Context: an optimization exercise on an open-source flow, tuned for small area, a short achievable clock period and few clock cycles. The choices shown serve that exercise and are no tape-out recipe. Where RTL was checked, it was by simulation tests only, not by an equivalence proof against the original. For runs 2 and 6, only the layout was checked, not whether the RTL still works. Power and IR drop assume default switching activity.

File: flow/config.mk
export PLATFORM = sky130hd
export DESIGN_NAME = LCD_CTRL
export DESIGN_NICKNAME = LCD_CTRL
export VERILOG_FILES = /design/flow/design.v
export SDC_FILE = /design/flow/constraint.sdc
export NUM_CORES = 8
export LEC_CHECK = 0
export CAP_MARGIN = 20
export CORE_MARGIN = 2
export CORE_UTILIZATION = 50
export SLEW_MARGIN = 20
File: flow/constraint.sdc
create_clock -name core_clock -period 12.0 [get_ports {clk}]
set_input_delay 2.4000 -clock core_clock [delete_from_list [all_inputs] [get_ports {clk}]]
set_output_delay 2.4000 -clock core_clock [all_outputs]
set_load 0.01 [all_outputs]
File: flow/design.v
module LCD_CTRL (
  input              clk,
  input              reset,
  input        [3:0] cmd,
  input              cmd_valid,
  input        [7:0] IROM_Q,
  output logic       IROM_rd,
  output logic [5:0] IROM_A,
  output logic       IRAM_valid,
  output logic [7:0] IRAM_D,
  output logic [5:0] IRAM_A,
  output logic       busy,
  output logic       done
);
  logic [7:0]  img [64];
  logic [63:0] vld;
  logic [2:0] x, y;           
  logic [1:0] ra, rb, ca, cb;
  logic [1:0] dra, drb, dca, dcb;   
  logic       dirty;                
  logic [7:0] W [4];          
  logic [3:0] Wv;             
  logic [3:0] rl;             
  logic       pend;           
  logic       is_alu;         
  logic [1:0] alu_op;         
  logic [3:0] from1;          
  logic       wr_act;         
  logic [5:0] wptr;
  logic [5:0] wa [4];
  always_comb
    for (int k = 0; k < 4; k++)
      wa[k] = {k[1] ? rb : ra, k[1], k[0] ? cb : ca, k[0]};
  logic [5:0] la [4];
  logic [7:0] L  [4];
  logic [3:0] LV;
  always_comb
    for (int k = 0; k < 4; k++) begin
      la[k] = wr_act ? {wptr[5:4], k[1], wptr[2:1], k[0]} : wa[k];
      L[k]  = img[la[k]];
      LV[k] = vld[la[k]];
    end
  logic ready, exec, ldst, hit, is_avg;
  assign is_avg = is_alu && alu_op == 2'd2;
  assign ready = &Wv && (!is_avg || uni || avgok);
  assign exec  = pend & ready;
  assign ldst  = IROM_rd & !wr_act;
  logic [1:0] ik;
  assign ik  = {IROM_A[3], IROM_A[0]};
  assign hit = ldst && (IROM_A[5:4] == (IROM_A[3] ? rb : ra)) &&
                       (IROM_A[2:1] == (IROM_A[0] ? cb : ca)) &&
                       !(rl[ik] && LV[ik]);
  logic [3:0] ldhit;
  always_comb
    for (int k = 0; k < 4; k++) ldhit[k] = hit && (ik == 2'(k));
  function automatic logic ge8(input logic [7:0] a, input logic [7:0] b);
    logic [7:0] g, p;
    logic [3:0] g2, p2;
    logic [1:0] g4, p4;
    for (int i = 0; i < 8; i++) begin
      g[i] = a[i] & ~b[i];
      p[i] = a[i] | ~b[i];
    end
    for (int i = 0; i < 4; i++) begin
      g2[i] = g[2*i+1] | (p[2*i+1] & g[2*i]);
      p2[i] = p[2*i+1] & p[2*i];
    end
    for (int i = 0; i < 2; i++) begin
      g4[i] = g2[2*i+1] | (p2[2*i+1] & g2[2*i]);
      p4[i] = p2[2*i+1] & p2[2*i];
    end
    ge8 = g4[1] | (p4[1] & (g4[0] | p4[0]));
  endfunction
  logic c01, c02, c03, c12, c13, c23;   
  assign c01 = ge8(W[0], W[1]);
  assign c02 = ge8(W[0], W[2]);
  assign c03 = ge8(W[0], W[3]);
  assign c12 = ge8(W[1], W[2]);
  assign c13 = ge8(W[1], W[3]);
  assign c23 = ge8(W[2], W[3]);
  logic [3:0] mx, mn, s;
  assign mx[0] =  c01 &  c02 &  c03;
  assign mx[1] = !c01 &  c12 &  c13;
  assign mx[2] = !c02 & !c12 &  c23;
  assign mx[3] = !c03 & !c13 & !c23;
  assign mn[0] = !c01 & !c02 & !c03;
  assign mn[1] =  c01 & !c12 & !c13;
  assign mn[2] =  c02 &  c12 & !c23;
  assign mn[3] =  c03 &  c13 &  c23;
  always_comb
    for (int i = 0; i < 4; i++)
      s[i] = (alu_op == 2'd0) ? mx[i] : (alu_op == 2'd1) ? mn[i] : 1'b0;
  logic [9:0] sum;
  logic [7:0] AVGR, avg;
  logic       avgok, uni;
  assign sum = 10'(W[0]) + 10'(W[1]) + 10'(W[2]) + 10'(W[3]);
  assign avg = uni ? W[0] : AVGR;
  always_ff @(posedge clk) AVGR <= sum[9:2];
  logic [7:0] wb [4];
  always_comb
    for (int k = 0; k < 4; k++) begin
      wb[k] = is_avg ? avg : 8'd0;
      for (int i = 0; i < 4; i++)
        if ((is_alu && s[i]) ||
            (!is_alu && i == (k ^ 1) && from1[k]) ||
            (!is_alu && i == (k ^ 2) && !from1[k]))
          wb[k] = wb[k] | W[i];
    end
  always_ff @(posedge clk)
    for (int k = 0; k < 4; k++)
      if (exec)          W[k] <= wb[k];
      else if (ldhit[k]) W[k] <= IROM_Q;
      else if (rl[k])    W[k] <= L[k];
  logic [3:0] nWv;
  always_comb
    for (int k = 0; k < 4; k++)
      nWv[k] = ldhit[k] | (rl[k] ? LV[k] : Wv[k]);
  always_ff @(posedge clk or posedge reset)
    if (reset) Wv <= 4'd0;
    else Wv <= nWv;
  for (genvar p = 0; p < 64; p++) begin : g_pix
    localparam int R = p / 8, C = p % 8, KC = (R % 2) * 2 + (C % 2);
    logic wen;
    assign wen = dirty && ((R % 2) ? (R / 2 == drb) : (R / 2 == dra)) &&
                          ((C % 2) ? (C / 2 == dcb) : (C / 2 == dca));
    always_ff @(posedge clk)
      if (wen) img[p] <= W[KC];
    always_ff @(posedge clk or posedge reset)
      if (reset) vld[p] <= 1'b0;
      else if (hit && IROM_A == 6'(p)) vld[p] <= 1'b1;
  end
  logic       acc, is_wr, is_data, wr_start;
  assign acc      = cmd_valid & !busy;
  assign is_wr    = (cmd == 4'd0) || (cmd >= 4'd12);
  assign is_data  = (cmd >= 4'd5) && (cmd <= 4'd11);
  assign wr_start = acc & is_wr;
  logic       mu, md, ml, mr;       
  assign mu = acc && cmd == 4'd1 && y != 3'd1;
  assign md = acc && cmd == 4'd2 && y != 3'd7;
  assign ml = acc && cmd == 4'd3 && x != 3'd1;
  assign mr = acc && cmd == 4'd4 && x != 3'd7;
  logic [2:0] ym1, yp1, xm1, xp1, ym2, xm2;
  assign ym1 = y - 3'd1;
  assign yp1 = y + 3'd1;
  assign ym2 = y - 3'd2;
  assign xm1 = x - 3'd1;
  assign xp1 = x + 3'd1;
  assign xm2 = x - 3'd2;
  logic [2:0] nx, ny;
  logic [1:0] nra, nrb, nca, ncb;
  logic [3:0] nrl;
  logic [5:0] na;
  always_comb begin
    nx  = x;
    ny  = y;
    nra = ra;
    nrb = rb;
    nca = ca;
    ncb = cb;
    nrl = 4'd0;
    na  = 6'd0;
    if (mu) begin
      ny  = ym1;
      nra = ym1[2:1];
      nrb = ym2[2:1];
      nrl = y[0] ? 4'b1100 : 4'b0011;
      na  = {ym2, ca, 1'b0};
    end
    if (md) begin
      ny  = yp1;
      nra = yp1[2:1];
      nrb = y[2:1];
      nrl = y[0] ? 4'b0011 : 4'b1100;
      na  = {yp1, ca, 1'b0};
    end
    if (ml) begin
      nx  = xm1;
      nca = xm1[2:1];
      ncb = xm2[2:1];
      nrl = x[0] ? 4'b1010 : 4'b0101;
      na  = {ra, 1'b0, xm2};
    end
    if (mr) begin
      nx  = xp1;
      nca = xp1[2:1];
      ncb = x[2:1];
      nrl = x[0] ? 4'b0101 : 4'b1010;
      na  = {ra, 1'b0, xp1};
    end
  end
  logic       cw_cls;
  logic [3:0] nfrom1;
  assign cw_cls = (cmd == 4'd9) ^ x[0] ^ y[0];
  always_comb
    for (int k = 0; k < 4; k++)
      nfrom1[k] = (cmd == 4'd11) | ((cmd == 4'd8 || cmd == 4'd9) & ((k[1] == k[0]) ^ cw_cls));
  logic [5:0] nwptr;
  logic       nwr;
  always_comb begin
    nwr   = wr_act;
    nwptr = wptr;
    if (wr_start) begin
      nwr   = 1'b1;
      nwptr = 6'd0;
    end else if (wr_act) begin
      nwptr = wptr + 6'd1;
      if (wptr == 6'd63) nwr = 1'b0;
    end
  end
  logic npend, nis_avg, navgok, nuni;
  assign npend   = acc ? is_data : (pend & !exec);
  assign nis_avg = acc ? (cmd == 4'd7) : is_avg;
  assign navgok  = !(hit | (|rl));
  assign nuni    = (exec & is_alu) | (uni & !(hit | (|rl)));
  always_ff @(posedge clk or posedge reset)
    if (reset) begin
      x      <= 3'd4;
      y      <= 3'd4;
      ra     <= 2'd2;
      rb     <= 2'd1;
      ca     <= 2'd2;
      cb     <= 2'd1;
      dra    <= 2'd2;
      drb    <= 2'd1;
      dca    <= 2'd2;
      dcb    <= 2'd1;
      dirty  <= 1'b0;
      rl     <= 4'd0;
      avgok  <= 1'b0;
      uni    <= 1'b0;
      pend   <= 1'b0;
      is_alu <= 1'b0;
      alu_op <= 2'd0;
      from1  <= 4'd0;
      wr_act <= 1'b0;
      wptr   <= 6'd0;
    end else begin
      x      <= nx;
      y      <= ny;
      ra     <= nra;
      rb     <= nrb;
      ca     <= nca;
      cb     <= ncb;
      dra    <= ra;
      drb    <= rb;
      dca    <= ca;
      dcb    <= cb;
      dirty  <= exec | hit;
      rl     <= nrl;
      avgok  <= navgok;
      uni    <= nuni;
      wr_act <= nwr;
      wptr   <= nwptr;
      pend   <= npend;
      if (acc) begin
        is_alu <= cmd <= 4'd7;
        alu_op <= 2'(cmd - 4'd5);
        from1  <= nfrom1;
      end
    end
  logic [3:0] need;
  assign need = ~nWv;
  always_ff @(posedge clk or posedge reset)
    if (reset) begin
      IROM_rd <= 1'b0;
      IROM_A  <= 6'd27;
    end else if (wr_start) begin
      IROM_rd <= 1'b1;
      IROM_A  <= 6'd0;
    end else if (wr_act) begin
      IROM_rd <= (wptr != 6'd63);
      IROM_A  <= nwptr;
    end else if (mu | md | ml | mr) begin
      IROM_rd <= 1'b1;
      IROM_A  <= na;
    end else begin
      IROM_rd <= |need;
      if (need[0])      IROM_A <= wa[0];
      else if (need[1]) IROM_A <= wa[1];
      else if (need[2]) IROM_A <= wa[2];
      else              IROM_A <= wa[3];
    end
  logic [1:0] wk;
  logic       inwin, pv;
  logic [7:0] pd;
  assign wk    = {wptr[3], wptr[0]};
  assign inwin = (wptr == wa[wk]);
  assign pv    = inwin ? Wv[wk] : LV[wk];
  assign pd    = inwin ? W[wk] : L[wk];
  always_ff @(posedge clk or posedge reset)
    if (reset) begin
      IRAM_valid <= 1'b0;
      done       <= 1'b0;
      busy       <= 1'b0;
    end else begin
      IRAM_valid <= wr_act;
      done       <= IRAM_valid && !wr_act;
      busy       <= nwr | IRAM_valid | (npend & !(&nWv && (!nis_avg || nuni || navgok)));
    end
  always_ff @(posedge clk)
    if (wr_act) begin
      IRAM_A <= wptr;
      IRAM_D <= pv ? pd : IROM_Q;
    end
endmodule
File: flow/flow/run.sh
#!/bin/bash
# Standard layout, with timing repair aiming past the clock period.
set -euo pipefail
bash standard.sh SETUP_SLACK_MARGIN=8.5 finish > make.log 2>&1
File: flow/standard.sh
#!/bin/bash
# synth_recipe.tcl (not shown) runs the flow's synth.tcl, then flattens the netlist and writes it again
# the make line also repeats each setting of config.mk as NAME=value (left out here)
make -C /OpenROAD-flow-scripts/flow DESIGN_CONFIG=/design/flow/config.mk WORK_HOME=/design/flow/orfs CLKGATE_MAP_FILE= SYNTH_SCRIPT=/design/flow/synth_recipe.tcl "${@:-finish}"
==> results of run 1 <==
[through the flow]
stage / util [%] / setup WS, ns / instance area [um2] / instances / power (mW)
floorplan: - / 8.20 / 31100 / 2331 / 5.89
finish: 60.8 / 8.24 / 37500 / 3401 / 11.1
global placement: 52.7 / 7.50 / 32500 / 3111 / 7.51
detailed placement: 52.7 / 7.50 / 32500 / 3111 / 7.55
CTS: 59.2 / 8.22 / 36400 / 3337 / 10.6
global route: 60.8 / 8.23 / 37500 / 3400 / 11.5
[routing by layer]
metal	track usage, %	routed length, um
met5	0	0
met4	14.4	5110
met3	8.13	13600
met2	48.7	47100
met1	49.0	44000
[placed cells by master (no fill, tap or decap), drive strengths merged, types with 15 or more instances in the layout]
cell type  synthesis  routed
clkinv             0      33
nand2b            27      27
or2               44      45
a21o              54      54
o221ai            15      15
dfrtp            104     104
buf               32     236
ha                36      36
a32oi             41      41
nor3              19      19
clkbuf           130      90
o21ai             69      69
o22ai             38      38
nor2             167     167
a222oi            55      55
mux4              21      21
a22oi            113     113
xnor2             15      15
mux2i            124     124
nand2            124     124
nand3             64      64
nor2b             21      21
edfxtp           558     558
fa                16      16
a21oi            107     107
a41o              16      16
inv               46      49
[final cells by class]
type                    count  area [um2]
clock inverters            51         523
inverters                  46         176
diodes                      1        2.50
flip-flops and latches    682       19900
multi-input cells        1443       11300
fillers                  4679       24100
repair buffers            259        2660
clock buffers              82        1900
well taps                 837        1050
[power by group through the flow]
stage / clock network, mW / logic, mW / registers, mW
detailed placement: 0 / 4.12 / 3.44
finish: 2.31 / 5.45 / 3.34
CTS: 2.32 / 4.91 / 3.32
floorplan: 0 / 2.64 / 3.25
global placement: 0 / 4.08 / 3.43
global route: 2.42 / 5.69 / 3.36
[cells by family (layout without fill, tap and decap cells)]
| group | count (synthesis) | count (layout) | synth area share, % |
|---|---|---|---|
| XOR/XNOR | 22 | 22 | 0.621 |
| multiplexers | 155 | 155 | 5.88 |
| AO/OA/AOI/OAI | 627 | 627 | 14.9 |
| flip-flops | 682 | 682 | 63.9 |
| AND/OR/NAND/NOR | 575 | 577 | 9.30 |
| other | 0 | 1 | 0 |
| adder cells (fa/ha/maj) | 62 | 62 | 2.80 |
| buffers and inverters | 208 | 438 | 2.60 |
[flip-flops by register name (all words and copies together), names as in the netlist, 6 cells and up]
| name | flops |
|---|---|
| IRAM_D | 8 |
| IROM_A | 6 |
| img | 512 |
| AVGR | 8 |
| vld | 64 |
| IRAM_A | 6 |
| W | 32 |
| wptr | 6 |
[repair_timing]
item	in CTS	in global routing
buffers inserted	81	55
pin swaps	40	62
resized for setup	273	116
cloned	12	6
endpoints found under the setup margin	256	138
[how the worst min path moves through the flow]
stage          cells after the start  slack (ns)  startpoint  endpoint
2_1_floorplan                      0        0.36       rb[0]    drb[0]
3_3_place_gp                       1        0.44     vld[13]   vld[13]
3_5_place_dp                       1        0.44     vld[35]   vld[35]
4_1_cts                            1        0.46     vld[12]   vld[12]
5_1_grt                            1        0.47     vld[12]   vld[12]
6_report                           1        0.46     vld[12]   vld[12]
==> impl_metrics.csv, run 1 <==
group,metric,value,unit
clocking,worstSkewPairLatency,0.64,ns
power,ir_worst_vdd,150,uV
timing,rsz0062_at_grt,"yes",
global_routing,grt_usage,33.8,%
critical_path,crit_arrival,1.36,ns
clocking,cts_tree,"yes",
floorplan,die-area,64100,um2
clocking,cts_num_sinks,682,
yosys,seq_area_frac_synth,63.9,%
critical_path,cp_data_required_time,9.60,ns
yosys,syn_nets,2398,
power,power.switching,4.55,mW
route,postRouteAntennaNets,0,
run_status,outcome,"finished clean",
yosys,yosys.cell_types.count,78,
yosys,synthTopCellsByArea,"edfxtp_1 (54%), dfrtp_1 (8.4%), mux2i_1 (4.0%)",
yosys,yosys.area.top_type_share,54.0,%
timing,maxSlewHeadroom,22.4,%
final_layout,finalNetCount,2572,
critical_path,path_cells,"buf_6",
yosys,synth_top_cell_by_area,"edfxtp_1",
floorplan,core,61600,um2
yosys,synth_edf_count,558,
power,p_per_area,296,nW/um2
global_routing,grt_pass1_wl,155000,um
critical_path,rrSetupSlack,8.33,ns
critical_path,end_kind,"output port",
timing,setup_viol,0,
critical_path,crit_buf_inv,1,
power,p_comb_share,49.1,%
clocking,clk_path_buf_depth,3,
route,drc_errors,0,
critical_path,slowest_stage,"dfstp_4",
global_routing,gr-total-overflow,0,
critical_path,cp_num_cells,1,
yosys,ys_top_cells_by_count,"edfxtp_1 (558), nor2_1 (167), clkbuf_1 (130)",
clocking,cts_root_buf,"clkbuf_16",
worst_hold_path,hold_path_class,"flip-flop to flip-flop",
yosys,syn_area_per_cell,13.3,um2
power,p_int,6.54,mW
power,p_clk_share,20.8,%
route,wl_per_cell,32.3,um
yosys,synthFlopType,"edfxtp_1",
clocking,htree_num_levels,3,
yosys,synthArstFlopShare,17.0,%
critical_path,cp_max_fo,2,
final_layout,area_delta_synth_final,20.6,%
yosys,yosysMostFrequentCell,"edfxtp_1",
place,gp_congestion,0.940,
clocking,clk_pin_slew,0.06,ns
critical_path,cp-startpoint,"IROM_A[4]",
route,firstDrtPassIters,9,
global_routing,grt_max_degree,75,
floorplan,fp.dieH,253,um
route,vias_per_cell,6.77,
floorplan,ios,39,
yosys,syn_inst,2331,
clocking,cts_made_buffers,73,
power,p_leak,13.7,nW
timing,drv_slew,0,
timing,min_period,3.76,ns
route,num_vias,23000,
timing,fin_crit_sh,31.3,%
timing,worstMarginPinSlew,1.16,ns
timing,holdWs,0.463,ns
floorplan,start_util,50.4,%
global_routing,grt_pass1_vias,21800,
floorplan,row_count,91,
global_routing,antenna_found_initial,1,
yosys,synth_seq_cells,682,
place,io_buffer_count,38,
clocking,hold_buffers,0,
route,dr.first_iter.drc_count,3575,
job,cap_violations,0,
critical_path,worstReg2RegStart,"wr_act",
final_layout,drive_gt1_share,23.9,%
critical_path,r2r_end,"IRAM_D[7]",
route,drt-total-wl,110000,um
timing,hold_viol,0,
timing,fmax,266,MHz
critical_path,endpoint,"IROM_A[4]",
critical_path,start_kind,"flip-flop",
yosys,syn-cell-area,31100,um2
power,swShare,41.0,%
timing,worst_clock_skew,0.0264,ns
floorplan,die_w,253,um
place,hpwl,65500,um
timing,tns,0,ns
critical_path,critPathTopFamily,"flip-flops",
critical_path,critPathMaxStageDelay,0.63,ns
power,seqPwrFrac,30.1,%
critical_path,r2r_cells,12,
yosys,yosysWarnings,7,
critical_path,setup.worst_path.class,"flip-flop to output port",
Testbench counts, summed over its fixed seeds: cycles 5,676.
==> run 2, diff against run 1 <==
--- a/flow/design.v
+++ b/flow/design.v
@@ -26,19 +26,23 @@
   logic [1:0] alu_op;         
   logic [3:0] from1;          
   logic       wr_act;         
-  logic [5:0] wptr;
+  logic       avgok, uni;     
+  logic [3:0] rs [2], cs [2];
   logic [5:0] wa [4];
   always_comb
     for (int k = 0; k < 4; k++)
       wa[k] = {k[1] ? rb : ra, k[1], k[0] ? cb : ca, k[0]};
-  logic [5:0] la [4];
   logic [7:0] L  [4];
   logic [3:0] LV;
   always_comb
     for (int k = 0; k < 4; k++) begin
-      la[k] = wr_act ? {wptr[5:4], k[1], wptr[2:1], k[0]} : wa[k];
-      L[k]  = img[la[k]];
-      LV[k] = vld[la[k]];
+      L[k]  = 8'd0;
+      LV[k] = 1'b0;
+      for (int q = 0; q < 16; q++)
+        if (rs[k / 2][q / 4] && cs[k % 2][q % 4]) begin
+          L[k]  = L[k]  | img[(q / 4) * 16 + (k / 2) * 8 + (q % 4) * 2 + k % 2];
+          LV[k] = LV[k] | vld[(q / 4) * 16 + (k / 2) * 8 + (q % 4) * 2 + k % 2];
+        end
     end
   logic ready, exec, ldst, hit, is_avg;
   assign is_avg = is_alu && alu_op == 2'd2;
@@ -71,41 +75,29 @@
     end
     ge8 = g4[1] | (p4[1] & (g4[0] | p4[0]));
   endfunction
-  logic c01, c02, c03, c12, c13, c23;   
-  assign c01 = ge8(W[0], W[1]);
-  assign c02 = ge8(W[0], W[2]);
-  assign c03 = ge8(W[0], W[3]);
-  assign c12 = ge8(W[1], W[2]);
-  assign c13 = ge8(W[1], W[3]);
-  assign c23 = ge8(W[2], W[3]);
-  logic [3:0] mx, mn, s;
-  assign mx[0] =  c01 &  c02 &  c03;
-  assign mx[1] = !c01 &  c12 &  c13;
-  assign mx[2] = !c02 & !c12 &  c23;
-  assign mx[3] = !c03 & !c13 & !c23;
-  assign mn[0] = !c01 & !c02 & !c03;
-  assign mn[1] =  c01 & !c12 & !c13;
-  assign mn[2] =  c02 &  c12 & !c23;
-  assign mn[3] =  c03 &  c13 &  c23;
-  always_comb
-    for (int i = 0; i < 4; i++)
-      s[i] = (alu_op == 2'd0) ? mx[i] : (alu_op == 2'd1) ? mn[i] : 1'b0;
+  logic       g01, g23, gmx, gmn;
+  logic [7:0] hi01, lo01, hi23, lo23, vmax, vmin;
+  assign g01  = ge8(W[0], W[1]);
+  assign g23  = ge8(W[2], W[3]);
+  assign hi01 = g01 ? W[0] : W[1];
+  assign lo01 = g01 ? W[1] : W[0];
+  assign hi23 = g23 ? W[2] : W[3];
+  assign lo23 = g23 ? W[3] : W[2];
+  assign gmx  = ge8(hi01, hi23);
+  assign gmn  = ge8(lo23, lo01);
+  assign vmax = gmx ? hi01 : hi23;
+  assign vmin = gmn ? lo01 : lo23;
   logic [9:0] sum;
   logic [7:0] AVGR, avg;
-  logic       avgok, uni;
   assign sum = 10'(W[0]) + 10'(W[1]) + 10'(W[2]) + 10'(W[3]);
   assign avg = uni ? W[0] : AVGR;
   always_ff @(posedge clk) AVGR <= sum[9:2];
+  logic [7:0] alu;
+  assign alu = (alu_op == 2'd0) ? vmax : (alu_op == 2'd1) ? vmin : avg;
   logic [7:0] wb [4];
   always_comb
-    for (int k = 0; k < 4; k++) begin
-      wb[k] = is_avg ? avg : 8'd0;
-      for (int i = 0; i < 4; i++)
-        if ((is_alu && s[i]) ||
-            (!is_alu && i == (k ^ 1) && from1[k]) ||
-            (!is_alu && i == (k ^ 2) && !from1[k]))
-          wb[k] = wb[k] | W[i];
-    end
+    for (int k = 0; k < 4; k++)
+      wb[k] = is_alu ? alu : from1[k] ? W[k ^ 1] : W[k ^ 2];
   always_ff @(posedge clk)
     for (int k = 0; k < 4; k++)
       if (exec)          W[k] <= wb[k];
@@ -194,18 +186,28 @@
   always_comb
     for (int k = 0; k < 4; k++)
       nfrom1[k] = (cmd == 4'd11) | ((cmd == 4'd8 || cmd == 4'd9) & ((k[1] == k[0]) ^ cw_cls));
-  logic [5:0] nwptr;
-  logic       nwr;
-  always_comb begin
-    nwr   = wr_act;
-    nwptr = wptr;
-    if (wr_start) begin
-      nwr   = 1'b1;
-      nwptr = 6'd0;
-    end else if (wr_act) begin
-      nwptr = wptr + 6'd1;
-      if (wptr == 6'd63) nwr = 1'b0;
-    end
+  logic nwr;
+  assign nwr = wr_start | (wr_act & (IROM_A != 6'd63));
+  logic [5:0] nrd;
+  logic [1:0] nr0, nr1, nc0, nc1;
+  assign nrd = wr_start ? 6'd0 : IROM_A + 6'd1;
+  always_comb
+    if (nwr) begin
+      nr0 = nrd[5:4];
+      nr1 = nrd[5:4];
+      nc0 = nrd[2:1];
+      nc1 = nrd[2:1];
+    end else begin
+      nr0 = nra;
+      nr1 = nrb;
+      nc0 = nca;
+      nc1 = ncb;
+    end
+  always_ff @(posedge clk) begin
+    rs[0] <= 4'b1 << nr0;
+    rs[1] <= 4'b1 << nr1;
+    cs[0] <= 4'b1 << nc0;
+    cs[1] <= 4'b1 << nc1;
   end
   logic npend, nis_avg, navgok, nuni;
   assign npend   = acc ? is_data : (pend & !exec);
@@ -220,20 +222,11 @@
       rb     <= 2'd1;
       ca     <= 2'd2;
       cb     <= 2'd1;
-      dra    <= 2'd2;
-      drb    <= 2'd1;
-      dca    <= 2'd2;
-      dcb    <= 2'd1;
       dirty  <= 1'b0;
       rl     <= 4'd0;
-      avgok  <= 1'b0;
       uni    <= 1'b0;
       pend   <= 1'b0;
-      is_alu <= 1'b0;
-      alu_op <= 2'd0;
-      from1  <= 4'd0;
       wr_act <= 1'b0;
-      wptr   <= 6'd0;
     end else begin
       x      <= nx;
       y      <= ny;
@@ -241,23 +234,24 @@
       rb     <= nrb;
       ca     <= nca;
       cb     <= ncb;
-      dra    <= ra;
-      drb    <= rb;
-      dca    <= ca;
-      dcb    <= cb;
       dirty  <= exec | hit;
       rl     <= nrl;
-      avgok  <= navgok;
       uni    <= nuni;
       wr_act <= nwr;
-      wptr   <= nwptr;
       pend   <= npend;
-      if (acc) begin
-        is_alu <= cmd <= 4'd7;
-        alu_op <= 2'(cmd - 4'd5);
-        from1  <= nfrom1;
-      end
     end
+  always_ff @(posedge clk) begin
+    dra   <= ra;
+    drb   <= rb;
+    dca   <= ca;
+    dcb   <= cb;
+    avgok <= navgok;
+    if (acc) begin
+      is_alu <= cmd <= 4'd7;
+      alu_op <= 2'(cmd - 4'd5);
+      from1  <= nfrom1;
+    end
+  end
   logic [3:0] need;
   assign need = ~nWv;
   always_ff @(posedge clk or posedge reset)
@@ -268,8 +262,8 @@
       IROM_rd <= 1'b1;
       IROM_A  <= 6'd0;
     end else if (wr_act) begin
-      IROM_rd <= (wptr != 6'd63);
-      IROM_A  <= nwptr;
+      IROM_rd <= (IROM_A != 6'd63);
+      IROM_A  <= nrd;
     end else if (mu | md | ml | mr) begin
       IROM_rd <= 1'b1;
       IROM_A  <= na;
@@ -283,8 +277,8 @@
   logic [1:0] wk;
   logic       inwin, pv;
   logic [7:0] pd;
-  assign wk    = {wptr[3], wptr[0]};
-  assign inwin = (wptr == wa[wk]);
+  assign wk    = {IROM_A[3], IROM_A[0]};
+  assign inwin = (IROM_A == wa[wk]);
   assign pv    = inwin ? Wv[wk] : LV[wk];
   assign pd    = inwin ? W[wk] : L[wk];
   always_ff @(posedge clk or posedge reset)
@@ -297,9 +291,8 @@
       done       <= IRAM_valid && !wr_act;
       busy       <= nwr | IRAM_valid | (npend & !(&nWv && (!nis_avg || nuni || navgok)));
     end
-  always_ff @(posedge clk)
-    if (wr_act) begin
-      IRAM_A <= wptr;
-      IRAM_D <= pv ? pd : IROM_Q;
-    end
+  always_ff @(posedge clk) begin
+    IRAM_A <= IROM_A;
+    IRAM_D <= pv ? pd : IROM_Q;
+  end
 endmodule
==> flow/flow/run.sh (replaced) <==
#!/bin/bash
# Standard layout, with plain port buffers and timing repair aiming past the clock period.
set -euo pipefail
bash standard.sh SETUP_SLACK_MARGIN=8.2 "BUFFER_PORTS_ARGS=-buffer_cell sky130_fd_sc_hd__buf_4" finish > make.log 2>&1
==> run 2 against run 1 <==
Count of clock-buffer cells in the layout up 12. Die area decreased by 2.4%. Routed wire length fell by 9.7%. Sequential share of layout area rose by 3.7 points. Highest routed layer unchanged.
==> impl_metrics.csv, run 2 <==
group,metric,value,unit
yosys,synthTopCellsByArea,"edfxtp_1 (54%), dfrtp_1 (7.4%), dfxtp_1 (3.1%)",
final_layout,design_area,35200,um2
route,wl_per_cell,31.1,um
yosys,synth_edf_count,549,
critical_path,critPathTopFamily,"flip-flops",
yosys,synth_seq_cells,696,
final_layout,top_regs,"img: 512 flops, vld: 64 flops, W: 32 flops",
yosys,synthArstFlopShare,14.4,%
yosys,syn_nets,2299,
yosys,seq_area_frac_synth,65.8,%
global_routing,gr-total-overflow,0,
yosys,yosysMostFrequentCell,"edfxtp_1",
yosys,syn_inst,2229,
place,io_buffer_count,38,
clocking,clk_pin_slew,0.06,ns
timing,drv_slew,0,
route,num_vias,21300,
floorplan,fp.dieH,250,um
final_layout,mostFrequentLayoutCells,"edfxtp_1 (549), nor2_1 (165), buf_4 (154)",
yosys,yosys.cell_types.count,84,
clocking,clk_path_buf_depth,3,
final_layout,area_delta_synth_final,16.1,%
timing,fin_crit_sh,31.3,%
yosys,ys_top_cells_by_count,"edfxtp_1 (549), nor2_1 (170), nand2_1 (127)",
final_layout,stdcell_count,3188,
place,hpwl,61900,um
power,p_leak,12.7,nW
power,p_per_area,216,nW/um2
yosys,syn-cell-area,30300,um2
critical_path,setup.worst_path.class,"flip-flop to output port",
timing,maxSlewHeadroom,22.7,%
critical_path,critPathMaxStageDelay,0.62,ns
final_layout,utilization,58.5,%
yosys,synthFlopType,"edfxtp_1",
critical_path,r2r_cells,15,
final_layout,drive_gt1_share,19.0,%
critical_path,cp_data_required_time,9.60,ns
final_layout,top_register,"img",
timing,worst_clock_skew,0.0225,ns
yosys,yosys.area.top_type_share,54.4,%
critical_path,end_kind,"output port",
yosys,syn_area_per_cell,13.6,um2
floorplan,die_w,250,um
route,firstDrtPassIters,6,
clocking,htree_num_levels,3,
clocking,cts_made_buffers,73,
global_routing,grt_usage,31.3,%
worst_hold_path,worstHoldStart,"vld[31]",
final_layout,largest_reg_flops,512,
global_routing,grt_pass1_vias,20500,
job,cap_violations,0,
timing,hold_viol,0,
critical_path,r2r_end,"W[0][4]",
global_routing,grt_max_degree,85,
timing,rsz0062_at_grt,"yes",
timing,min_period,3.75,ns
clocking,worstSkewPairLatency,0.62,ns
clocking,cts_tree,"yes",
place,dp.cells,2959,
critical_path,slowest_stage,"dfstp_4",
critical_path,cp_max_fo,2,
run_status,outcome,"finished clean",
critical_path,crit_arrival,1.35,ns
place,postPlaceCellArea,31500,um2
global_routing,grt_pass1_wl,142000,um
timing,worstMarginPinSlew,1.16,ns
route,postRouteAntennaNets,0,
power,ir_worst_vdd,148,uV
global_routing,antenna_found_initial,0,
critical_path,start_kind,"flip-flop",
place,gp_congestion,0.936,
route,vias_per_cell,6.67,
floorplan,core,60100,um2
clocking,hold_buffers,0,
yosys,synth_top_cell_by_area,"edfxtp_1",
timing,tns,0,ns
critical_path,worstReg2RegStart,"W[1][5]",
final_layout,finalNetCount,2416,
route,drt-total-wl,99200,um
yosys,yosysWarnings,8,
floorplan,die-area,62600,um2
timing,setup_viol,0,
route,drc_errors,0,
timing,holdWs,0.467,ns
final_layout,mostFrequentLayoutCell,"edfxtp_1",
worst_hold_path,hold_path_class,"flip-flop to flip-flop",
floorplan,ios,39,
critical_path,path_cells,"buf_4",
worst_hold_path,hold_depth,1,
floorplan,start_util,50.4,%
route,dr.first_iter.drc_count,2835,
critical_path,rrSetupSlack,8.26,ns
clocking,cts_num_sinks,696,
worst_hold_path,hold_end,"vld[31]",
critical_path,crit_buf_inv,1,
floorplan,row_count,90,
timing,fmax,266,MHz
clocking,cts_root_buf,"clkbuf_16",
==> run 2: cell count changes after synthesis, moves of 33 or more <==
cell	change
a21o_1	-42
a21oi_1	-35
a32oi_1	-38
dfxtp_1	+39
a222oi_1	+36
o21bai_1	+55
a22o_1	+33
mux2i_1	-41
==> run 2: how the worst max path moves through the flow <==
stage	startpoint	endpoint	slack, ns	depth (start not counted)
3_3_place_gp	W[1][0]	W[0][0]	7.22	13
4_1_cts	cs[1][2]	W[3][5]	8.12	12
3_5_place_dp	W[1][0]	W[3][4]	7.15	13
6_report	IROM_A[0]	IROM_A[0]	8.25	1
2_1_floorplan	cmd[0]	IROM_A[5]	8.21	8
5_1_grt	W[1][1]	W[0][4]	8.10	16
==> run 2: cell type report <==
class	count	area (um2)
clock buffers	94	2010
flip-flops and latches	696	20000
well taps	782	978
repair buffers	176	1510
multi-input cells	1328	10100
inverters	71	295
fillers	4793	25000
diodes	1	2.50
clock inverters	40	359
==> run 2: where the power goes <==
group,total (mW),internal [mW],switching (mW)
logic,2.42,0.835,1.58
registers,2.91,2.79,0.115
clock network,2.26,1.30,0.962
total,7.59,4.93,2.66
==> run 2: repair_timing <==
item,CTS,global route
pin swaps,8,23
gates resized for setup,49,75
cloned,1,4
setup endpoints to repair,146,84
buffers inserted,51,35
==> run 2: stage by stage <==
stage | setup slack (ns) | power (mW)
after floorplan | 8.21 | 4.29
after global placement | 7.22 | 5.17
after detailed placement | 7.15 | 5.19
after CTS | 8.12 | 7.51
after global routing | 8.10 | 7.84
final | 8.25 | 7.59
==> run 2: routing by layer <==
| metal | track usage, % | part of all wire (%) | vias up |
|---|---|---|---|
| met5 | 0 | 0 | - |
| met4 | 13.4 | 4.5 | 0 |
| met3 | 6.98 | 9.9 | 209 |
| met2 | 48.1 | 45 | 1229 |
| met1 | 43.0 | 40 | 10800 |
| li1 | - | - | 9031 |
==> run 2: logic make-up after synthesis <==
family | share of synthesized area (%)
AND/OR/NAND/NOR | 7.24
adder cells (fa/ha/maj) | 2.73
XOR/XNOR | 0.636
multiplexers | 4.97
AO/OA/AOI/OAI | 16.1
buffers and inverters | 2.57
flip-flops | 65.8
==> run 3, diff against run 2 <==
--- a/flow/design.v
+++ b/flow/design.v
@@ -53,7 +53,7 @@
   assign ik  = {IROM_A[3], IROM_A[0]};
   assign hit = ldst && (IROM_A[5:4] == (IROM_A[3] ? rb : ra)) &&
                        (IROM_A[2:1] == (IROM_A[0] ? cb : ca)) &&
-                       !(rl[ik] && LV[ik]);
+                       !(rl[ik] ? LV[ik] : Wv[ik]);
   logic [3:0] ldhit;
   always_comb
     for (int k = 0; k < 4; k++) ldhit[k] = hit && (ik == 2'(k));
@@ -186,11 +186,12 @@
   always_comb
     for (int k = 0; k < 4; k++)
       nfrom1[k] = (cmd == 4'd11) | ((cmd == 4'd8 || cmd == 4'd9) & ((k[1] == k[0]) ^ cw_cls));
-  logic nwr;
-  assign nwr = wr_start | (wr_act & (IROM_A != 6'd63));
+  logic spec, fast, nwr;
+  assign fast = wr_start & spec & !vld[0];
+  assign nwr  = wr_start | (wr_act & (IROM_A != 6'd63));
   logic [5:0] nrd;
   logic [1:0] nr0, nr1, nc0, nc1;
-  assign nrd = wr_start ? 6'd0 : IROM_A + 6'd1;
+  assign nrd = (wr_start & !fast) ? 6'd0 : IROM_A + 6'd1;
   always_comb
     if (nwr) begin
       nr0 = nrd[5:4];
@@ -258,21 +259,26 @@
     if (reset) begin
       IROM_rd <= 1'b0;
       IROM_A  <= 6'd27;
-    end else if (wr_start) begin
-      IROM_rd <= 1'b1;
-      IROM_A  <= 6'd0;
-    end else if (wr_act) begin
-      IROM_rd <= (IROM_A != 6'd63);
-      IROM_A  <= nrd;
-    end else if (mu | md | ml | mr) begin
-      IROM_rd <= 1'b1;
-      IROM_A  <= na;
+      spec    <= 1'b0;
     end else begin
-      IROM_rd <= |need;
-      if (need[0])      IROM_A <= wa[0];
-      else if (need[1]) IROM_A <= wa[1];
-      else if (need[2]) IROM_A <= wa[2];
-      else              IROM_A <= wa[3];
+      spec <= 1'b0;
+      if (wr_start | wr_act) begin
+        IROM_rd <= nwr;
+        IROM_A  <= nrd;
+      end else if (mu | md | ml | mr) begin
+        IROM_rd <= 1'b1;
+        IROM_A  <= na;
+      end else begin
+        IROM_rd <= 1'b1;
+        if (need[0])      IROM_A <= wa[0];
+        else if (need[1]) IROM_A <= wa[1];
+        else if (need[2]) IROM_A <= wa[2];
+        else if (need[3]) IROM_A <= wa[3];
+        else begin
+          IROM_A <= 6'd0;
+          spec   <= 1'b1;
+        end
+      end
     end
   logic [1:0] wk;
   logic       inwin, pv;
@@ -287,12 +293,12 @@
       done       <= 1'b0;
       busy       <= 1'b0;
     end else begin
-      IRAM_valid <= wr_act;
+      IRAM_valid <= wr_act | fast;
       done       <= IRAM_valid && !wr_act;
       busy       <= nwr | IRAM_valid | (npend & !(&nWv && (!nis_avg || nuni || navgok)));
     end
   always_ff @(posedge clk) begin
     IRAM_A <= IROM_A;
-    IRAM_D <= pv ? pd : IROM_Q;
+    IRAM_D <= (pv & !fast) ? pd : IROM_Q;
   end
 endmodule
--- a/flow/config.mk
+++ b/flow/config.mk
@@ -8,4 +8,6 @@
 export CAP_MARGIN = 20
 export CORE_MARGIN = 2
 export CORE_UTILIZATION = 50
+export CTS_CLUSTER_DIAMETER = 120
+export CTS_CLUSTER_SIZE = 25
 export SLEW_MARGIN = 20
==> run 3 against run 2 <==
Worst hold slack lost 0.021 ns. Clock skew shrank 0.00075 ns. Register-to-register slack lost 0.09 ns. Critical path type is now flip-flop to flip-flop. Critical endpoint is now W[0][3]. Largest power group unchanged.
==> impl_metrics.csv, run 3 <==
group,metric,value,unit
clocking,clk_path_buf_depth,3,
power,p_comb_share,38.1,%
route,wl_per_cell,31.8,um
clocking,cts_num_sinks,697,
critical_path,r2r_cells,16,
critical_path,start_kind,"flip-flop",
yosys,yosysMostFrequentCell,"edfxtp_1",
power,power.switching,2.57,mW
power,p_clk_share,17.6,%
global_routing,gr-total-overflow,0,
final_layout,largest_reg_flops,512,
power,ir_worst_vdd,159,uV
yosys,synth_seq_cells,697,
final_layout,design_area,33500,um2
timing,fin_crit_sh,31.9,%
clocking,cts_tree,"yes",
place,gp_congestion,0.983,
yosys,synthArstFlopShare,14.5,%
worst_hold_path,hold_path_class,"flip-flop to flip-flop",
critical_path,slowest_stage,"edfxtp_1",
power,seqPwrFrac,44.3,%
yosys,syn-cell-area,30100,um2
power,total_power,6.91,mW
timing,worst_clock_skew,0.0218,ns
clocking,htree_num_levels,1,
timing,min_period,3.83,ns
timing,worstMarginPinSlew,1.17,ns
yosys,yosysWarnings,8,
critical_path,cp_data_required_time,12.37,ns
global_routing,grt_usage,31.0,%
yosys,seq_area_frac_synth,66.2,%
final_layout,drive_gt1_share,16.3,%
global_routing,antenna_found_initial,3,
route,drt-total-wl,98000,um
yosys,synthTopCellsByArea,"edfxtp_1 (55%), dfrtp_1 (7.6%), a22oi_1 (3.3%)",
timing,drv_slew,0,
yosys,syn_nets,2277,
final_layout,utilization,55.8,%
route,postRouteAntennaNets,0,
floorplan,core,60000,um2
floorplan,ios,39,
global_routing,grt_pass1_vias,19900,
timing,setup_viol,0,
power,swShare,37.2,%
critical_path,cp_max_fo,7,
job,cap_violations,0,
worst_hold_path,worstHoldStart,"ca[1]",
route,dr.first_iter.drc_count,2701,
final_layout,top_register,"img",
yosys,syn_inst,2207,
critical_path,path_cells,"ha_1, nand2b_1, a21oi_2, o31ai_2, a211oi_4, buf_6, mux2i_4, o211ai_1, buf_4, a41oi_2, o41ai_4, buf_4, o21bai_4, buf_12, mux2i_4, nand3_1",
timing,maxSlewHeadroom,21.9,%
yosys,yosys.cell_types.count,73,
yosys,yosys.area.top_type_share,54.7,%
critical_path,rrSetupSlack,8.17,ns
floorplan,die-area,62300,um2
clocking,worstSkewPairLatency,0.64,ns
floorplan,die_w,250,um
final_layout,area_delta_synth_final,11.0,%
clocking,hold_buffers,0,
place,postPlaceCellArea,31400,um2
place,hpwl,61700,um
critical_path,end_kind,"flip-flop",
yosys,syn_area_per_cell,13.7,um2
clocking,cts_root_buf,"clkbuf_16",
critical_path,critPathMaxStageDelay,0.52,ns
worst_hold_path,hold_end,"dca[1]",
timing,rsz0062_at_grt,"yes",
final_layout,mostFrequentLayoutCells,"edfxtp_1 (549), buf_4 (150), nor2_1 (143)",
power,p_int,4.34,mW
route,drc_errors,0,
global_routing,grt_max_degree,72,
yosys,ys_top_cells_by_count,"edfxtp_1 (549), nor2_1 (154), a22oi_1 (132)",
timing,tns,0,ns
critical_path,r2r_end,"W[0][3]",
power,p_leak,11.7,nW
floorplan,row_count,90,
critical_path,setup.worst_path.class,"flip-flop to flip-flop",
floorplan,start_util,50.2,%
timing,fmax,261,MHz
worst_hold_path,hold_depth,0,
yosys,synth_edf_count,549,
yosys,synthFlopType,"edfxtp_1",
place,io_buffer_count,38,
route,firstDrtPassIters,9,
global_routing,grt_pass1_wl,141000,um
critical_path,crit_arrival,4.20,ns
route,num_vias,20900,
final_layout,top_regs,"img: 512 flops, vld: 64 flops, W: 32 flops",
final_layout,finalNetCount,2350,
critical_path,cp-startpoint,"W[0][0]",
yosys,synth_top_cell_by_area,"edfxtp_1",
route,vias_per_cell,6.77,
power,p_per_area,207,nW/um2
final_layout,n_fill_cell,4912,
critical_path,worstReg2RegStart,"W[0][0]",
clocking,clk_pin_slew,0.11,ns
floorplan,fp.dieH,250,um
timing,hold_viol,0,
run_status,outcome,"finished clean",
clocking,cts_made_buffers,31,
final_layout,mostFrequentLayoutCell,"edfxtp_1",
run 3: cell types whose count changed after synthesis, sizes merged, moves of 10 or more:
cell / before / now
a21oi: 71 / 96
nand3: 49 / 39
a22o: 41 / 21
nor3: 30 / 14
o21ai: 72 / 112
mux2: 28 / 46
nand2: 127 / 100
nor2: 172 / 154
a22oi: 106 / 132
run 3: worst max-delay path by stage:
| stage | slack, ns | endpoint |
|---|---|---|
| after detailed placement | 7.31 | W[2][0] |
| final | 8.17 | W[0][3] |
| after global placement | 7.11 | W[2][0] |
| after global routing | 8.12 | W[0][3] |
| after CTS | 8.19 | IROM_A[0] |
| after floorplan | 8.17 | IROM_A[5] |
run 3: area by class of cell:
class / count / area, um2 / share of cell area (%)
diodes: 1 / 2.50 / 0.00748
clock inverters: 1 / 5.00 / 0.0150
repair buffers: 175 / 1530 / 4.58
clock buffers: 55 / 866 / 2.59
multi-input cells: 1304 / 9810 / 29.3
well taps: 782 / 978 / 2.92
flip-flops and latches: 697 / 20000 / 59.7
inverters: 71 / 288 / 0.860
run 3: cells by family after synthesis:
| group | Yosys count | synth area share, % |
|---|---|---|
| AO/OA/AOI/OAI | 662 | 15.6 |
| XOR/XNOR | 22 | 0.639 |
| adder cells (fa/ha/maj) | 55 | 2.68 |
| buffers and inverters | 207 | 2.64 |
| flip-flops | 697 | 66.2 |
| multiplexers | 139 | 5.51 |
| AND/OR/NAND/NOR | 425 | 6.68 |
run 3: power groups by stage:
stage               sequential, mW  clock (mW)  combinational (mW)
finish                        3.06        1.22                2.63
CTS                           3.06        1.23                2.51
floorplan                     3.04           0                1.49
global placement              3.15           0                2.31
global route                  3.08        1.31                2.78
detailed placement            3.16           0                2.33
run 3: what timing repair did:
action | in CTS | in global routing
pin swaps | 6 | 11
setup endpoints to repair | 91 | 61
gates cloned | 2 | 2
setup buffers | 54 | 23
resized for setup | 34 | 64
run 3: per-stage QoR:
| step | std cells | setup WS (ns) | hold slack (ns) |
|---|---|---|---|
| 2_1_floorplan | 2207 | 8.17 | 0.381 |
| 3_3_place_gp | 2944 | 7.11 | 0.441 |
| 3_5_place_dp | 2947 | 7.31 | 0.439 |
| 4_1_cts | 3059 | 8.19 | 0.451 |
| 5_1_grt | 3085 | 8.12 | 0.458 |
| 6_report | 3086 | 8.17 | 0.446 |
run 3: layer usage:
metal	vias up	global-route usage [%]	share of wire (%)
li1	8777	-	-
met1	10700	45.3	41
met2	1214	46.9	44
met3	229	5.36	10
met4	2	11.1	4.3
met5	-	0	0.013
run 3: critical path, delay by kind of cell, from the launching register on:
kind,cells,cell delay (ns)
and+or+nand+nor,2,0.31
DFF,1,0.52
adders and majority gates,1,0.24
buffers and inverters,4,0.73
muxes,2,0.54
AOI/OAI and AO/OA,7,1.20
Testbench counts of run 3, summed over its fixed seeds: cycles 5,646.
==> run 4, diff against run 3 <==
--- a/flow/config.mk
+++ b/flow/config.mk
@@ -7,7 +7,7 @@
 export LEC_CHECK = 0
 export CAP_MARGIN = 20
 export CORE_MARGIN = 2
-export CORE_UTILIZATION = 50
+export CORE_UTILIZATION = 65
 export CTS_CLUSTER_DIAMETER = 120
 export CTS_CLUSTER_SIZE = 25
 export SLEW_MARGIN = 20
==> run 4 against run 3 <==
Still clean. Core utilization up 17 points. Via count increased by 2.5%. Critical path depth shrank 1. Non-clock buffer count up 1. Largest cell class unchanged. Routed wire length decreased by 3.7%. Synthesized cell count stayed put.
==> impl_metrics.csv, run 4 <==
group,metric,value,unit
yosys,synthArstFlopShare,14.5,%
timing,drv_slew,0,
yosys,syn_nets,2277,
yosys,yosysMostFrequentCell,"edfxtp_1",
route,postRouteAntennaNets,0,
critical_path,slowest_stage,"edfxtp_1",
yosys,synth_top_cell_by_area,"edfxtp_1",
yosys,yosys.cell_types.count,73,
power,p_per_area,209,nW/um2
run_status,outcome,"finished clean",
timing,maxSlewHeadroom,16.9,%
floorplan,die_w,219,um
timing,fmax,251,MHz
power,total_power,6.96,mW
floorplan,die-area,48100,um2
critical_path,end_kind,"flip-flop",
yosys,synthFlopType,"edfxtp_1",
critical_path,path_cells,"inv_2, ha_4, inv_2, a211oi_4, o31ai_4, a211oi_4, buf_6, mux2i_4, o211ai_1, buf_4, a41oi_2, o41ai_4, o21bai_4, mux2i_4, nand3_1",
yosys,syn_inst,2207,
yosys,yosysWarnings,8,
yosys,syn-cell-area,30100,um2
final_layout,drive_gt1_share,17.0,%
route,wl_per_cell,32.4,um
critical_path,crit_arrival,4.39,ns
critical_path,critPathMaxStageDelay,0.57,ns
floorplan,row_count,78,
final_layout,top_register,"img",
final_layout,largest_reg_flops,512,
yosys,synth_seq_cells,697,
critical_path,rrSetupSlack,8.02,ns
place,io_buffer_count,38,
yosys,synth_edf_count,549,
final_layout,mostFrequentLayoutCells,"edfxtp_1 (549), buf_4 (149), nor2_1 (143)",
timing,fin_crit_sh,33.2,%
clocking,cts_root_buf,"clkbuf_16",
critical_path,cp_max_fo,5,
final_layout,ff_latch_area,20000,um2
final_layout,multi_input_area,9860,um2
final_layout,mostFrequentLayoutCell,"edfxtp_1",
global_routing,grt_usage,39.6,%
floorplan,fp.dieH,219,um
global_routing,grt_max_degree,73,
power,ir_worst_vdd,194,uV
yosys,seq_area_frac_synth,66.2,%
critical_path,start_kind,"flip-flop",
final_layout,finalNetCount,2351,
timing,hold_viol,0,
timing,min_period,3.98,ns
place,gp_congestion,0.989,
place,hpwl,59000,um
clocking,worstSkewPairLatency,0.67,ns
timing,tns,0,ns
worst_hold_path,hold_path_class,"flip-flop to flip-flop",
critical_path,setup.worst_path.class,"flip-flop to flip-flop",
global_routing,gr-total-overflow,0,
critical_path,crit_buf_inv,4,
clocking,clk_path_buf_depth,3,
critical_path,critPathTopFamily,"compound AO/OA/AOI/OAI gates",
global_routing,antenna_found_initial,3,
route,num_vias,21400,
clocking,cts_tree,"yes",
route,drc_errors,0,
timing,setup_viol,0,
timing,worst_clock_skew,0.0329,ns
floorplan,ios,39,
route,dr.first_iter.drc_count,3992,
clocking,htree_num_levels,1,
global_routing,grt_pass1_vias,20100,
clocking,clk_pin_slew,0.12,ns
yosys,synthTopCellsByArea,"edfxtp_1 (55%), dfrtp_1 (7.6%), a22oi_1 (3.3%)",
clocking,cts_made_buffers,31,
yosys,yosys.area.top_type_share,54.7,%
job,cap_violations,0,
clocking,hold_buffers,0,
floorplan,core,45600,um2
power,p_leak,11.7,nW
route,firstDrtPassIters,9,
global_routing,grt_pass1_wl,136000,um
final_layout,area_delta_synth_final,10.5,%
yosys,ys_top_cells_by_count,"edfxtp_1 (549), nor2_1 (154), a22oi_1 (132)",
timing,rsz0062_at_grt,"yes",
clocking,cts_num_sinks,697,
final_layout,n_fill_cell,2905,
route,vias_per_cell,7.35,
yosys,syn_area_per_cell,13.7,um2
critical_path,cp_data_required_time,12.41,ns
timing,worstMarginPinSlew,1.25,ns
final_layout,top_regs,"img: 512 flops, vld: 64 flops, W: 32 flops",
floorplan,start_util,66.1,%
route,drt-total-wl,94400,um
==> run 4: changes by cell type in the layout (fill, tap and decap cells not counted), sizes merged <==
cell | before | now
buf | 172 | 173
bufbuf | 1 | 2
clkinv | 5 | 2
clkinvlp | 5 | 9
diode | 1 | 4
==> run 4: area by class of cell <==
cell class	instances	area share [%]
timing repair buffer	176	4.55
clock inverter	2	0.0751
antenna	4	0.0301
sequential	697	60.0
inverter	71	0.905
tap	600	2.25
multi-input combinational	1304	29.6
clock buffer	56	2.61
==> run 4: metal layers <==
metal	GRT usage (%)	share of wire, %	vias to the layer above
met5	0	0	-
met4	14.8	4.6	0
met3	11.2	15	281
met2	56.7	43	1844
met1	58.1	37	10500
li1	-	-	8771
==> run 4: worst paths after layout <==
check                         from         to  depth (start not counted)
max in group asynchronous    reset  IROM_A[5]                          3
min in group asynchronous    reset    vld[14]                          2
max reg2reg                W[0][3]    W[1][3]                         15
min                          ra[1]     dra[1]                          0
min reg2reg                  ra[1]     dra[1]                          0
max                        W[0][3]    W[1][3]                         15
==> run 4: cell families (layout without fill, tap and decap cells) <==
| logic type | after synthesis | in the layout | share of synthesized area [%] |
|---|---|---|---|
| flops | 697 | 697 | 66.2 |
| compound gates | 662 | 663 | 15.6 |
| simple gates | 425 | 425 | 6.68 |
| buf+inv | 207 | 305 | 2.64 |
| mux | 139 | 139 | 5.51 |
| fa+ha+maj | 55 | 55 | 2.68 |
| xor+xnor | 22 | 22 | 0.639 |
| other cells | 0 | 4 | 0 |
==> run 4: repair_timing <==
action / 4_1_cts / 5_1_grt
endpoints found under the setup margin: 99 / 92
setup buffers: 47 / 39
gates cloned: 3 / 0
pin swaps: 4 / 20
gates resized for setup: 45 / 77
==> run 4: metrics by stage <==
step                      setup slack, ns  hold WS, ns  instance area [um2]  cells  utilization [%]
after floorplan                      8.17        0.381                30200   2207                -
after global placement               7.32        0.433                31100   2755             68.2
after detailed placement             7.21        0.434                31100   2757             68.3
after global routing                 7.91        0.455                33300   2907             73.1
final                                8.02        0.455                33300   2910             73.1
after CTS                            8.03        0.452                32600   2865             71.6
==> run 4: power breakdown <==
group          internal [mW]  switching [mW]  total, mW  leakage [nW]
sequential              2.86           0.187       3.05          6.66
combinational           1.01            1.67       2.68          4.59
clock                  0.497           0.734       1.23         0.425
total                   4.37            2.59       6.96          11.7
==> run 4: worst reg2reg max path, delay by kind of cell (launching register included) <==
kind / cells / cell delay [ns]
flops: 1 / 0.57
fa+ha+maj: 1 / 0.15
buf+inv: 4 / 0.56
simple gates: 1 / 0.12
mux: 2 / 0.68
compound gates: 7 / 1.64
==> run 5, diff against run 4 <==
--- a/flow/config.mk
+++ b/flow/config.mk
@@ -7,7 +7,5 @@
 export LEC_CHECK = 0
 export CAP_MARGIN = 20
 export CORE_MARGIN = 2
-export CORE_UTILIZATION = 65
-export CTS_CLUSTER_DIAMETER = 120
-export CTS_CLUSTER_SIZE = 25
+export CORE_UTILIZATION = 50
 export SLEW_MARGIN = 20
==> run 5 against run 4 <==
Routed wire length increased by 5.3%. Sequential power about the same. Highest routed layer is now met5. Still clean on timing, DRC and antenna. Critical path type is now flip-flop to output port. Global-route usage decreased by 7.8 points.
==> impl_metrics.csv, run 5 <==
group,metric,value,unit
route,drt-total-wl,99400,um
power,p_clk_share,27.7,%
clocking,htree_num_levels,3,
floorplan,fp.dieH,250,um
yosys,yosys.cell_types.count,73,
yosys,seq_area_frac_synth,66.2,%
timing,worst_clock_skew,0.0196,ns
yosys,synthArstFlopShare,14.5,%
power,seqPwrFrac,38.9,%
critical_path,endpoint,"IROM_A[0]",
route,wl_met2,44200,um
run_status,outcome,"finished clean",
yosys,synth_seq_cells,697,
critical_path,end_kind,"output port",
floorplan,ios,39,
yosys,syn_area_per_cell,13.7,um2
critical_path,path_cells,"buf_12, buf_6",
route,drc_errors,0,
power,p_int,5.08,mW
yosys,yosysMostFrequentCell,"edfxtp_1",
route,vias_per_cell,6.68,
global_routing,gr-total-overflow,0,
critical_path,worstReg2RegStart,"rs[0][1]",
critical_path,crit_buf_inv,2,
floorplan,core,60000,um2
power,p_per_area,227,nW/um2
power,power.switching,2.80,mW
place,place_ws,7.31,ns
job,cap_violations,0,
critical_path,start_kind,"flip-flop",
clocking,worstSkewPairLatency,0.63,ns
global_routing,grt_pass1_vias,20400,
power,p_leak,12.3,nW
route,topRoutingLayerUsed,"met5",
place,io_buffer_count,38,
route,wl_met3,10000,um
critical_path,cp_max_fo,2,
yosys,ys_top_cells_by_count,"edfxtp_1 (549), nor2_1 (154), a22oi_1 (132)",
clocking,clk_pin_slew,0.06,ns
critical_path,cp_data_required_time,9.60,ns
yosys,syn-cell-area,30100,um2
yosys,syn_inst,2207,
global_routing,grt_max_degree,72,
route,wl_met1,40900,um
yosys,synth_edf_count,549,
critical_path,critPathTopFamily,"flip-flops",
timing,drv_slew,0,
yosys,synthFlopType,"edfxtp_1",
final_layout,mostFrequentLayoutCell,"edfxtp_1",
yosys,yosys.area.top_type_share,54.7,%
power,ir_worst_vdd,174,uV
yosys,syn_nets,2277,
route,dr.first_iter.drc_count,3010,
critical_path,crit_arrival,1.38,ns
critical_path,r2r_end,"W[1][5]",
critical_path,slowest_stage,"dfstp_2",
timing,tns,0,ns
power,swShare,35.5,%
clocking,cts_num_sinks,697,
final_layout,top_register,"img",
route,wl_per_cell,31.5,um
yosys,synth_top_cell_by_area,"edfxtp_1",
clocking,clk_path_buf_depth,3,
place,hpwl,61700,um
yosys,synthTopCellsByArea,"edfxtp_1 (55%), dfrtp_1 (7.6%), a22oi_1 (3.3%)",
timing,fmax,265,MHz
final_layout,finalNetCount,2384,
timing,hold_viol,0,
final_layout,top_regs,"img: 512 flops, vld: 64 flops, W: 32 flops",
critical_path,setup.worst_path.class,"flip-flop to output port",
final_layout,multi_input_area,9790,um2
floorplan,row_count,90,
timing,rsz0062_at_grt,"yes",
critical_path,cp_num_cells,2,
final_layout,drive_gt1_share,18.6,%
final_layout,antennaDiodeCount,0,
final_layout,largest_reg_flops,512,
global_routing,antenna_found_initial,5,
timing,setup_viol,0,
timing,worstMarginPinSlew,1.17,ns
critical_path,cp-startpoint,"IROM_A[0]",
power,total_power,7.88,mW
critical_path,r2r_cells,10,
final_layout,n_fill_cell,4785,
timing,maxSlewHeadroom,21.8,%
timing,holdWs,0.450,ns
clocking,cts_tree,"yes",
floorplan,start_util,50.2,%
final_layout,utilization,57.9,%
critical_path,rrSetupSlack,8.24,ns
route,firstDrtPassIters,7,
power,p_comb_share,33.3,%
global_routing,grt_pass1_wl,143000,um
worst_hold_path,worstHoldStart,"cb[0]",
final_layout,area_delta_synth_final,15.3,%
final_layout,ff_latch_area,20000,um2
final_layout,mostFrequentLayoutCells,"edfxtp_1 (549), buf_4 (145), nor2_1 (144)",
clocking,cts_root_buf,"clkbuf_16",
timing,min_period,3.78,ns
clocking,cts_made_buffers,75,
timing,layout_setup_ws,8.22,ns
timing,fin_crit_sh,31.5,%
worst_hold_path,hold_path_class,"flip-flop to flip-flop",
global_routing,grt_usage,31.8,%
place,gp_congestion,0.983,
route,num_vias,21100,
yosys,yosysWarnings,8,
floorplan,die-area,62300,um2
route,postRouteAntennaNets,0,
critical_path,critPathMaxStageDelay,0.56,ns
floorplan,die_w,250,um
run 5: cell types whose count changed in the layout (fill, tap and decap cells not counted), sizes merged:
cell	previous run	this run
clkbuf	57	93
clkinv	2	32
buf	173	164
inv	62	67
diode	4	0
bufinv	0	3
bufbuf	2	1
run 5: final cells by class:
cell class	count	area share (%)
repair buffers	165	4.06
multi-input cells	1304	28.2
clock inverters	40	0.925
clock buffers	93	5.68
inverters	71	0.828
well taps	782	2.82
flip-flops and latches	697	57.5
run 5: cells by family (layout without fill, tap and decap cells):
group / count (synthesis) / count (layout) / share of synthesized area, %
buffers and inverters: 207 / 369 / 2.64
AO/OA/AOI/OAI: 662 / 663 / 15.6
XOR/XNOR: 22 / 22 / 0.639
multiplexers: 139 / 139 / 5.51
adder cells (fa/ha/maj): 55 / 55 / 2.68
AND/OR/NAND/NOR: 425 / 425 / 6.68
flip-flops: 697 / 697 / 66.2
run 5: stage by stage:
step | area [um2] | instances
finish | 34700 | 3152
global route | 34700 | 3152
CTS | 34300 | 3136
detailed placement | 31400 | 2947
global placement | 31400 | 2944
floorplan | 30200 | 2207
run 5: how the worst min path moves through the flow:
stage                        end  slack, ns  depth (start not counted)
after floorplan           dcb[1]       0.38                          0
after detailed placement  dcb[0]       0.44                          0
after CTS                 dcb[0]       0.45                          0
final                     dcb[0]       0.45                          0
after global routing      dcb[0]       0.46                          0
after global placement    dcb[0]       0.44                          0
run 5: power groups by stage:
stage	combinational [mW]	sequential (mW)	clock, mW
finish	2.63	3.07	2.19
CTS	2.51	3.06	2.21
detailed placement	2.33	3.16	0
floorplan	1.49	3.04	0
global placement	2.31	3.15	0
global route	2.77	3.08	2.30
run 5: metal layers:
metal | vias to the layer above | track usage, %
li1 | 8863 | -
met1 | 10700 | 45.5
met2 | 1233 | 47.5
met3 | 237 | 6.72
met4 | 4 | 12.8
met5 | - | 0
run 5: timing repair:
item	4_1_cts	5_1_grt
hold buffers	0	0
resized for setup	31	62
pin swaps	7	7
setup buffers	54	15
endpoints found under the hold margin	0	0
gates cloned	2	0
endpoints found under the setup margin	102	65
==> run 6, diff against run 5 <==
--- a/flow/design.v
+++ b/flow/design.v
@@ -27,7 +27,7 @@
   logic [3:0] from1;          
   logic       wr_act;         
   logic       avgok, uni;     
-  logic [3:0] rs [2], cs [2];
+  logic [1:0] rs [2], cs [2];
   logic [5:0] wa [4];
   always_comb
     for (int k = 0; k < 4; k++)
@@ -36,13 +36,8 @@
   logic [3:0] LV;
   always_comb
     for (int k = 0; k < 4; k++) begin
-      L[k]  = 8'd0;
-      LV[k] = 1'b0;
-      for (int q = 0; q < 16; q++)
-        if (rs[k / 2][q / 4] && cs[k % 2][q % 4]) begin
-          L[k]  = L[k]  | img[(q / 4) * 16 + (k / 2) * 8 + (q % 4) * 2 + k % 2];
-          LV[k] = LV[k] | vld[(q / 4) * 16 + (k / 2) * 8 + (q % 4) * 2 + k % 2];
-        end
+      L[k]  = img[{rs[k / 2], 1'(k / 2), cs[k % 2], 1'(k % 2)}];
+      LV[k] = vld[{rs[k / 2], 1'(k / 2), cs[k % 2], 1'(k % 2)}];
     end
   logic ready, exec, ldst, hit, is_avg;
   assign is_avg = is_alu && alu_op == 2'd2;
@@ -205,10 +200,10 @@
       nc1 = ncb;
     end
   always_ff @(posedge clk) begin
-    rs[0] <= 4'b1 << nr0;
-    rs[1] <= 4'b1 << nr1;
-    cs[0] <= 4'b1 << nc0;
-    cs[1] <= 4'b1 << nc1;
+    rs[0] <= nr0;
+    rs[1] <= nr1;
+    cs[0] <= nc0;
+    cs[1] <= nc1;
   end
   logic npend, nis_avg, navgok, nuni;
   assign npend   = acc ? is_data : (pend & !exec);
==> run 6 against run 5 <==
Design area increased by 5.2%. Count of clock-buffer cells in the layout down 3. Via count grew 6.0%. Clock skew grew 0.015 ns. Critical endpoint is now W[3][1].
==> impl_metrics.csv, run 6 <==
group,metric,value,unit
clocking,htree_num_levels,3,
power,p_leak,13.2,nW
timing,maxSlewHeadroom,21.0,%
place,gp_congestion,0.966,
final_layout,drive_gt1_share,20.2,%
yosys,syn_inst,2412,
critical_path,cp_max_fo,6,
yosys,syn-cell-area,31700,um2
floorplan,fp.dieH,256,um
final_layout,stdcell_count,3437,
yosys,yosysWarnings,8,
critical_path,end_kind,"flip-flop",
yosys,synth-xor-area-share,0.608,%
yosys,yosys.area.top_type_share,52.1,%
clocking,cts_num_sinks,689,
yosys,syn_nets,2482,
floorplan,start_util,50.4,%
yosys,synthFlopType,"edfxtp_1",
yosys,seq_area_frac_synth,62.5,%
yosys,yosys.cell_types.count,90,
run_status,outcome,"finished clean",
yosys,synth_mux_area_share,9.21,%
critical_path,setup.worst_path.class,"flip-flop to flip-flop",
clocking,clk_pin_slew,0.06,ns
power,power.switching,3.33,mW
timing,hold_viol,0,
timing,worst_clock_skew,0.0346,ns
route,dr.first_iter.drc_count,2782,
timing,fin_crit_sh,31.5,%
place,hpwl,66000,um
timing,drv_slew,0,
place,io_buffer_count,38,
critical_path,slowest_stage,"edfxtp_1",
yosys,synth_top_cell_by_area,"edfxtp_1",
power,seqPwrFrac,35.1,%
final_layout,top_register,"img",
global_routing,gr-total-overflow,0,
clocking,cts_root_buf,"clkbuf_16",
timing,min_period,3.77,ns
final_layout,antennaDiodeCount,0,
critical_path,start_kind,"flip-flop",
yosys,synth_compound_area_share,14.0,%
global_routing,grt_max_degree,70,
yosys,synth_seq_cells,689,
route,wl_per_cell,30.0,um
floorplan,core,62900,um2
clocking,worstSkewPairLatency,0.64,ns
yosys,synth_edf_count,549,
job,cap_violations,0,
critical_path,critPathMaxStageDelay,0.44,ns
clocking,cts_tree,"yes",
timing,fmax,265,MHz
global_routing,antenna_found_initial,1,
critical_path,path_cells,"ha_2, or3b_4, a311oi_4, o31ai_4, buf_6, mux2_2, o211a_1, a211o_1, o211ai_4, a211o_1, o221ai_2, o31ai_1",
floorplan,ios,39,
global_routing,grt_usage,31.2,%
yosys,ys_top_cells_by_count,"edfxtp_1 (549), nor2_1 (229), nand2_1 (159)",
route,postRouteAntennaNets,0,
power,total_power,8.76,mW
power,p_comb_share,39.8,%
power,p_clk_share,25.1,%
yosys,synthTopCellsByArea,"edfxtp_1 (52%), dfrtp_1 (7.2%), mux2i_1 (4.0%)",
place,place_ws,6.81,ns
final_layout,ff_latch_area,19800,um2
floorplan,die_w,256,um
final_layout,mostFrequentLayoutCell,"edfxtp_1",
power,ir_worst_vdd,256,uV
floorplan,die-area,65400,um2
clocking,hold_buffers,0,
final_layout,top_regs,"img: 512 flops, vld: 64 flops, W: 32 flops",
yosys,synth_top_family_by_area,"compound AO/OA/AOI/OAI gates",
[run 6: per-stage QoR]
stage | hold slack, ns | util [%]
global placement | 0.435 | 52.5
detailed placement | 0.438 | 52.6
global route | 0.442 | 58.2
floorplan | 0.388 | -
finish | 0.449 | 58.2
CTS | 0.440 | 57.5
[run 6: final cells by class]
cell class              instances  share of cell area [%]
well taps                     846                    2.90
clock buffers                  90                    5.40
inverters                      73                   0.781
repair buffers                190                    4.49
clock inverters                43                   0.976
flip-flops and latches        689                    54.2
multi-input cells            1506                    31.2
[run 6: final timing paths]
kind / startpoint / depth (start not counted) / to / slack [ns]
setup / recovery: W[0][1] / 12 / W[3][1] / 8.23
hold / removal: cb[0] / 0 / dcb[0] / 0.45
setup reg to reg: W[0][1] / 12 / W[3][1] / 8.23
hold reg to reg: cb[0] / 0 / dcb[0] / 0.45
max in group asynchronous: reset / 3 / IROM_A[5] / 8.75
min in group asynchronous: reset / 2 / vld[16] / 1.88
[run 6: cell families (layout without fill, tap and decap cells)]
logic type | Yosys count | in the layout
fa+ha+maj | 58 | 58
xor+xnor | 22 | 22
simple gates | 580 | 580
compound gates | 624 | 626
buf+inv | 219 | 396
flops | 689 | 689
mux | 220 | 220
[run 6: critical path: cells and delay by family, from the launching register on]
family	cells	cell delay, ns
AO/OA/AOI/OAI	8	2.05
flip-flops	1	0.44
AND/OR/NAND/NOR	1	0.40
multiplexers	1	0.29
adder cells (fa/ha/maj)	1	0.22
buffers and inverters	1	0.17
[run 6: repair_timing]
action | 4_1_cts | 5_1_grt
gates cloned | 2 | 3
pin swaps | 12 | 16
setup endpoints to repair | 129 | 80
buffers inserted | 63 | 23
resized for setup | 57 | 44
[run 6: power by group through the flow]
stage | clock network, mW | registers, mW | logic [mW]
2_1_floorplan | 0 | 3.03 | 2.03
3_3_place_gp | 0 | 3.16 | 3.02
3_5_place_dp | 0 | 3.17 | 3.05
4_1_cts | 2.23 | 3.08 | 3.27
5_1_grt | 2.33 | 3.09 | 3.66
6_report | 2.20 | 3.07 | 3.48
[run 6: per-layer routing]
layer	vias to the layer above	track usage, %	part of all wire (%)
li1	9533	-	-
met1	11300	44.8	41
met2	1312	46.9	45
met3	222	6.10	10
met4	0	12.5	4.1
met5	-	0	0

==> what the ideal ports hide <==
How much do the figures lean on ideal ports? The routed layouts below were timed once more, with nothing changed but the port constraints. Step 1 sets driving cells, clkbuf_16 on the clock port and buf_2 on the other inputs (assumed; they add their load-dependent delay and slew). Step 2, shift: input delay + t, output delay - t, t = (earliest + latest rising clock arrival at the registers) / 2. This alone moves slack from input paths to output paths. a / b / c = no drivers / after step 1 / after step 2; a / b = the first two.
run	t (ns)	setup slack, ns
run 1	0.687	8.241 / 8.178 / 7.947
run 2	0.677	8.246 / 8.182 / 7.683
run 3	0.692	8.169 / 8.150 / 7.592
run 4	0.714	8.022 / 8.022 / 7.614
run 5	0.683	8.219 / 8.156 / 7.612
run 6	0.692	8.225 / 8.159 / 7.677
After both steps setup and hold are still met in every run listed.
